Background: an optimization exercise with open tools, aiming at small area. Do not read the settings as production practice.
The RTL was checked by simulation tests, not by an equivalence proof against the original design.
Power figures rest on the tool's default switching activity, not on a simulated workload.

==> module print_snake, before the edit <==
module print_snake(clk,
						 rst,
						 btn_right,
						 btn_left,
						 btn_up,
						 btn_down,
						 r_pixel,
						 r_next,
						 c_pixel,
						 food_X,
						 food_Y,
						 prnt,
						 make_food,
						 game_over);
	input 		 clk,
					 rst,
					 btn_right,
					 btn_left,
					 btn_up,
					 btn_down;
	input [9:0]  r_pixel,
					 r_next,
					 c_pixel;
	input [7:0]  food_X,
					 food_Y;
	output 		 prnt;
	output reg	 make_food,
					 game_over;
	localparam [1:0] DR = 2'd0, DL = 2'd1, DU = 2'd2, DD = 2'd3;
	integer i;
	reg [8:0] spd;
	reg       post_ticket;
	always @(posedge clk) begin
		if (rst) begin
			spd <= 0;
			post_ticket <= 0;
		end
		else begin
			spd <= spd + 9'd1;
			post_ticket <= (spd == 9'd511);
		end
	end
	reg       mv_v;
	reg [1:0] mv_d;
	always @(posedge clk) begin
		if (rst)
			mv_v <= 0;
		else if (!game_over) begin
			if (btn_left)       begin mv_v <= 1; mv_d <= DL; end
			else if (btn_right) begin mv_v <= 1; mv_d <= DR; end
			else if (btn_up)    begin mv_v <= 1; mv_d <= DU; end
			else if (btn_down)  begin mv_v <= 1; mv_d <= DD; end
		end
	end
	reg [1:0]  HP;       
	reg [1:0]  LD;       
	reg        zf;       
	reg [15:0] body0;    
	reg [6:0]  len;      
	reg        grew;     
	wire [6:0] E = len - {6'd0, grew};   
	reg        hit_r, dup_r;
	reg [15:0] tail;     
	wire [7:0] b0x = body0[15:8];
	wire [7:0] b0y = body0[7:0];
	reg [7:0] hx, hy;
	always @(*) begin
		hx = b0x;
		hy = b0y;
		if (zf)
			case (LD)
				DR: hx = b0x + 8'd1;
				DL: hx = b0x - 8'd1;
				DU: hy = b0y - 8'd1;
				DD: hy = b0y + 8'd1;
			endcase
	end
	wire go_keep = (len == 7'd100) & game_over;
	wire eat     = (body0 == {food_X, food_Y});
	wire wall    = (b0x == 8'h91) || (b0x == 8'h10) || (b0y == 8'h6F) || (b0y == 8'h0A);
	always @(posedge clk) begin
		if (rst) begin
			game_over <= 0;
			make_food <= 0;
			len       <= 7'd10;
			grew      <= 0;
			body0     <= 16'h4040;
			HP        <= DR;
			LD        <= DR;
			zf        <= 0;
		end
		else if (post_ticket) begin
			make_food <= eat;
			len       <= (eat && len != 7'd100) ? len + 7'd1 : len;
			grew      <= eat && len != 7'd100;
			game_over <= go_keep | hit_r | wall;
			body0     <= {hx, hy};    
			LD        <= HP;
			if (mv_v && (mv_d[1] != HP[1]))
				HP <= mv_d;
			zf        <= 1;
		end
	end
	reg [1:0] ring [0:99];
	reg [6:0] c100;
	reg       pending, fill, dirty;
	reg [1:0] ins_dir;
	wire       c99     = (c100 == 7'd99);
	wire       ins_now = c99 && (pending || post_ticket);
	wire       start   = ins_now || (c100 == 7'd100);
	wire [1:0] new_dir = zf ? LD : DL;    
	wire [1:0] cur_dir = ins_now ? (pending ? ins_dir : new_dir) : (fill ? DR : ring[0]);
	always @(posedge clk) begin
		for (i = 0; i < 99; i = i + 1)
			ring[i] <= ring[i+1];
		ring[99] <= cur_dir;
	end
	always @(posedge clk) begin
		if (rst) begin
			c100    <= 7'd100;
			pending <= 0;
			fill    <= 1;
			dirty   <= 0;
		end
		else begin
			c100    <= (ins_now || c100 == 7'd100) ? 7'd1 : c100 + 7'd1;
			if (c99)
				fill <= 0;
			pending <= post_ticket ? !ins_now : (ins_now ? 1'b0 : pending);
			dirty   <= start ? (post_ticket && !ins_now) : (dirty | post_ticket);
		end
	end
	always @(posedge clk)
		if (post_ticket)
			ins_dir <= new_dir;
	reg [15:0] wpos;
	reg [1:0]  wprev;    
	wire [1:0] prev   = start ? LD : wprev;
	wire       nostep = (cur_dir == DL && prev == DR) || (ins_now && !pending);
	always @(posedge clk)
		wprev <= cur_dir;
	wire [15:0] base  = start ? body0 : wpos;
	reg  [15:0] wnext;
	always @(*) begin
		wnext = base;
		if (!nostep)
			case (cur_dir)
				DR: wnext[15:8] = base[15:8] - 8'd1;
				DL: wnext[15:8] = base[15:8] + 8'd1;
				DU: wnext[7:0]  = base[7:0]  + 8'd1;
				DD: wnext[7:0]  = base[7:0]  - 8'd1;
			endcase
	end
	always @(posedge clk)
		wpos <= wnext;
	wire [6:0] wk  = c100;
	wire       eq0 = (wpos == body0);
	wire       eqt = (wpos == tail);
	reg        hacc, dacc;
	always @(posedge clk) begin
		if (wk == 7'd1) begin
			hacc <= 0;
			dacc <= eqt;
		end
		else begin
			hacc <= hacc | eq0;
			dacc <= dacc | eqt;
		end
		if (wk == E) begin
			hit_r <= hacc | eq0;
			dup_r <= dacc | eq0;
			tail  <= wpos;
		end
	end
	wire [9:0] c       = c_pixel;
	wire       clr_all = (c == 10'd579);
	wire       clrA    = clr_all || (c == 10'd127) || (c == 10'd383);
	wire       clrB    = (c == 10'd255) || (c == 10'd511);
	wire       blank   = (c >= 10'd580);
	wire [7:0] rowB    = blank ? r_next[9:2] : r_pixel[9:2];
	wire [2:0] tgt     = blank ? 3'd0 : {1'b0, c[8:7]} + 3'd1;
	wire       tgt_ok  = blank || !c[9];
	reg        okf;
	always @(posedge clk)
		okf <= start ? 1'b1 : ((wk == E) ? 1'b0 : okf);
	wire       wset  = okf && !(dirty && wk == E) && (wpos[7:0] == rowB) && tgt_ok && (wpos[15:13] == tgt);
	wire       tadd  = post_ticket && (b0y == rowB) &&
						  ((tgt_ok && b0x[7:5] == tgt) || (!blank && b0x[7:5] == c[9:7]));
	wire       trem  = post_ticket && !grew && !dup_r && (tail[7:0] == rowB) &&
						  ((tgt_ok && tail[15:13] == tgt) || (!blank && tail[15:13] == c[9:7]));
	wire [15:0] lo1, lo2;
	wire [3:0]  hi1, hi2;
	genvar g;
	generate
		for (g = 0; g < 16; g = g + 1) begin : dl
			assign lo1[g] = (wpos[11:8] == g);
			assign lo2[g] = (b0x[3:0] == g);
		end
		for (g = 0; g < 4; g = g + 1) begin : dh
			assign hi1[g] = wset && (wpos[13:12] == g);
			assign hi2[g] = tadd && (b0x[5:4] == g);
		end
	endgenerate
	wire [63:0] bm;
	generate
		for (g = 0; g < 64; g = g + 1) begin : map
			rowmap_bit mb(.clk(clk), .clr(g < 32 ? clrA : clrB),
							  .h1(hi1[g/16]), .l1(lo1[g%16]), .h2(hi2[g/16]), .l2(lo2[g%16]), .q(bm[g]));
		end
	endgenerate
	reg       m1v;
	reg [7:0] m1x;
	always @(posedge clk) begin
		if (rst || clr_all)
			m1v <= 0;
		else if (post_ticket) begin
			m1v <= trem;
			m1x <= tail[15:8];
		end
	end
	wire [7:0] cx = c_pixel[9:2];
	wire bsel;
	rowmap_read rr(.bm(bm), .cx(cx[5:0]), .q(bsel));
	assign prnt = bsel && !(m1v && m1x == cx);
endmodule
Settings: LEC_CHECK=0, CAP_MARGIN=20, CORE_MARGIN=2, CORE_UTILIZATION=60, CTS_CLUSTER_DIAMETER=100, CTS_CLUSTER_SIZE=25, SLEW_MARGIN=20, SYNTH_HIERARCHICAL=1, SYNTH_MINIMUM_KEEP_SIZE=0; clock period 8.0 ns.
run.sh (not shown) runs the stock make flow with config.mk's settings and CLKGATE_MAP_FILE= SYNTH_SCRIPT=/design/flow/synth_recipe.tcl, a recipe that flattens the netlist after the stock synthesis.
The baseline completed with no timing, DRC or antenna violations.
Rerun with:
--- a/flow/design.v
+++ b/flow/design.v
@@ -262,29 +262,29 @@
 	reg [1:0] ring [0:99];
 	reg [6:0] c100;
 	reg       pending, fill, dirty;
 	reg [1:0] ins_dir;
 	wire       c99     = (c100 == 7'd99);
 	wire       ins_now = c99 && (pending || post_ticket);
-	wire       start   = ins_now || (c100 == 7'd100);
+	wire       start   = ins_now || (c100 == 7'd0);
 	wire [1:0] new_dir = zf ? LD : DL;    
 	wire [1:0] cur_dir = ins_now ? (pending ? ins_dir : new_dir) : (fill ? DR : ring[0]);
 	always @(posedge clk) begin
 		for (i = 0; i < 99; i = i + 1)
 			ring[i] <= ring[i+1];
 		ring[99] <= cur_dir;
 	end
 	always @(posedge clk) begin
 		if (rst) begin
-			c100    <= 7'd100;
+			c100    <= 0;
 			pending <= 0;
 			fill    <= 1;
 			dirty   <= 0;
 		end
 		else begin
-			c100    <= (ins_now || c100 == 7'd100) ? 7'd1 : c100 + 7'd1;
+			c100    <= ins_now ? 7'd1 : (c99 ? 7'd0 : c100 + 7'd1);
 			if (c99)
 				fill <= 0;
 			pending <= post_ticket ? !ins_now : (ins_now ? 1'b0 : pending);
 			dirty   <= start ? (post_ticket && !ins_now) : (dirty | post_ticket);
 		end
 	end
@@ -308,13 +308,13 @@
 				DU: wnext[7:0]  = base[7:0]  + 8'd1;
 				DD: wnext[7:0]  = base[7:0]  - 8'd1;
 			endcase
 	end
 	always @(posedge clk)
 		wpos <= wnext;
-	wire [6:0] wk  = c100;
+	wire [6:0] wk  = (c100 == 7'd0) ? 7'd100 : c100;
 	wire       eq0 = (wpos == body0);
 	wire       eqt = (wpos == tail);
 	reg        hacc, dacc;
 	always @(posedge clk) begin
 		if (wk == 7'd1) begin
 			hacc <= 0;
@@ -339,16 +339,15 @@
 	wire [2:0] tgt     = blank ? 3'd0 : {1'b0, c[8:7]} + 3'd1;
 	wire       tgt_ok  = blank || !c[9];
 	reg        okf;
 	always @(posedge clk)
 		okf <= start ? 1'b1 : ((wk == E) ? 1'b0 : okf);
 	wire       wset  = okf && !(dirty && wk == E) && (wpos[7:0] == rowB) && tgt_ok && (wpos[15:13] == tgt);
-	wire       tadd  = post_ticket && (b0y == rowB) &&
-						  ((tgt_ok && b0x[7:5] == tgt) || (!blank && b0x[7:5] == c[9:7]));
-	wire       trem  = post_ticket && !grew && !dup_r && (tail[7:0] == rowB) &&
-						  ((tgt_ok && tail[15:13] == tgt) || (!blank && tail[15:13] == c[9:7]));
+	wire       trow  = post_ticket && (b0y == rowB);
+	wire       tadd  = trow && ((tgt_ok && b0x[7:5] == tgt) || (!blank && b0x[7:5] == c[9:7]));
+	wire       trem  = post_ticket && !grew && !dup_r && (tail[7:0] == rowB);
 	wire [15:0] lo1, lo2;
 	wire [3:0]  hi1, hi2;
 	genvar g;
 	generate
 		for (g = 0; g < 16; g = g + 1) begin : dl
 			assign lo1[g] = (wpos[11:8] == g);
@@ -363,26 +362,38 @@
 	generate
 		for (g = 0; g < 64; g = g + 1) begin : map
 			rowmap_bit mb(.clk(clk), .clr(g < 32 ? clrA : clrB),
 							  .h1(hi1[g/16]), .l1(lo1[g%16]), .h2(hi2[g/16]), .l2(lo2[g%16]), .q(bm[g]));
 		end
 	endgenerate
-	reg       m1v;
-	reg [7:0] m1x;
+	reg       m1v, m2v, tk1;
+	reg [7:0] m1x, m2x;
 	always @(posedge clk) begin
-		if (rst || clr_all)
+		if (rst || clr_all) begin
 			m1v <= 0;
+			m2v <= 0;
+			tk1 <= 0;
+		end
 		else if (post_ticket) begin
-			m1v <= trem;
-			m1x <= tail[15:8];
+			tk1 <= 1;
+			if (!tk1) begin
+				m1v <= trem;
+				m1x <= tail[15:8];
+			end
+			else begin
+				m2v <= trem;
+				m2x <= tail[15:8];
+				if (trow && m1x == b0x)
+					m1v <= 0;
+			end
 		end
 	end
 	wire [7:0] cx = c_pixel[9:2];
 	wire bsel;
 	rowmap_read rr(.bm(bm), .cx(cx[5:0]), .q(bsel));
-	assign prnt = bsel && !(m1v && m1x == cx);
+	assign prnt = bsel && !(m1v && m1x == cx) && !(m2v && m2x == cx);
 endmodule
 module rowmap_bit(clk, clr, h1, l1, h2, l2, q);
 	input clk, clr, h1, l1, h2, l2;
 	output reg q;
 	wire n1, n2;
 	rm_nand2 x1(.a(h1), .b(l1), .y(n1));
What happened: The new run went through all stages and came out clean; worst setup slack is better by 0.24 ns; non-clock buffer count went up by 5; routed wire length went up by 1.4%; total power went down by about 6%; synthesized cell count went up by about 1.2%; synthesized area went up by about 1.9%; fmax went up by 5.4%.

re-timing with driven ports:
The results above use ideal ports. As a check the final layouts listed here were re-extracted and re-timed, cells and wires unchanged.
Step 1 (the two cells are an assumption about what drives the block):
set clk [get_ports {clk}]
set_driving_cell -lib_cell sky130_fd_sc_hd__clkbuf_16 $clk
set_driving_cell -lib_cell sky130_fd_sc_hd__buf_2 [delete_from_list [all_inputs] $clk]
Step 2 moves the port delays by t, midway between the first and last clock arrival at a register: inputs arrive t later, outputs are due t later. That takes back most of the time a late clock gives input paths.
a / b / c = ideal / step 1 / step 2; a / b = the first two.
| run | shift t [ns] | setup slack, ns | worst setup path at the end | worst register clock-pin slew, ns |
|---|---|---|---|---|
| the first run | 0.579 | 3.298 / 3.298 / 3.298 | register to register | 0.11 / 0.11 |
| the second run | 0.611 | 3.537 / 3.537 / 3.537 | register to register | 0.10 / 0.10 |
After both steps every run listed still meets setup and hold.
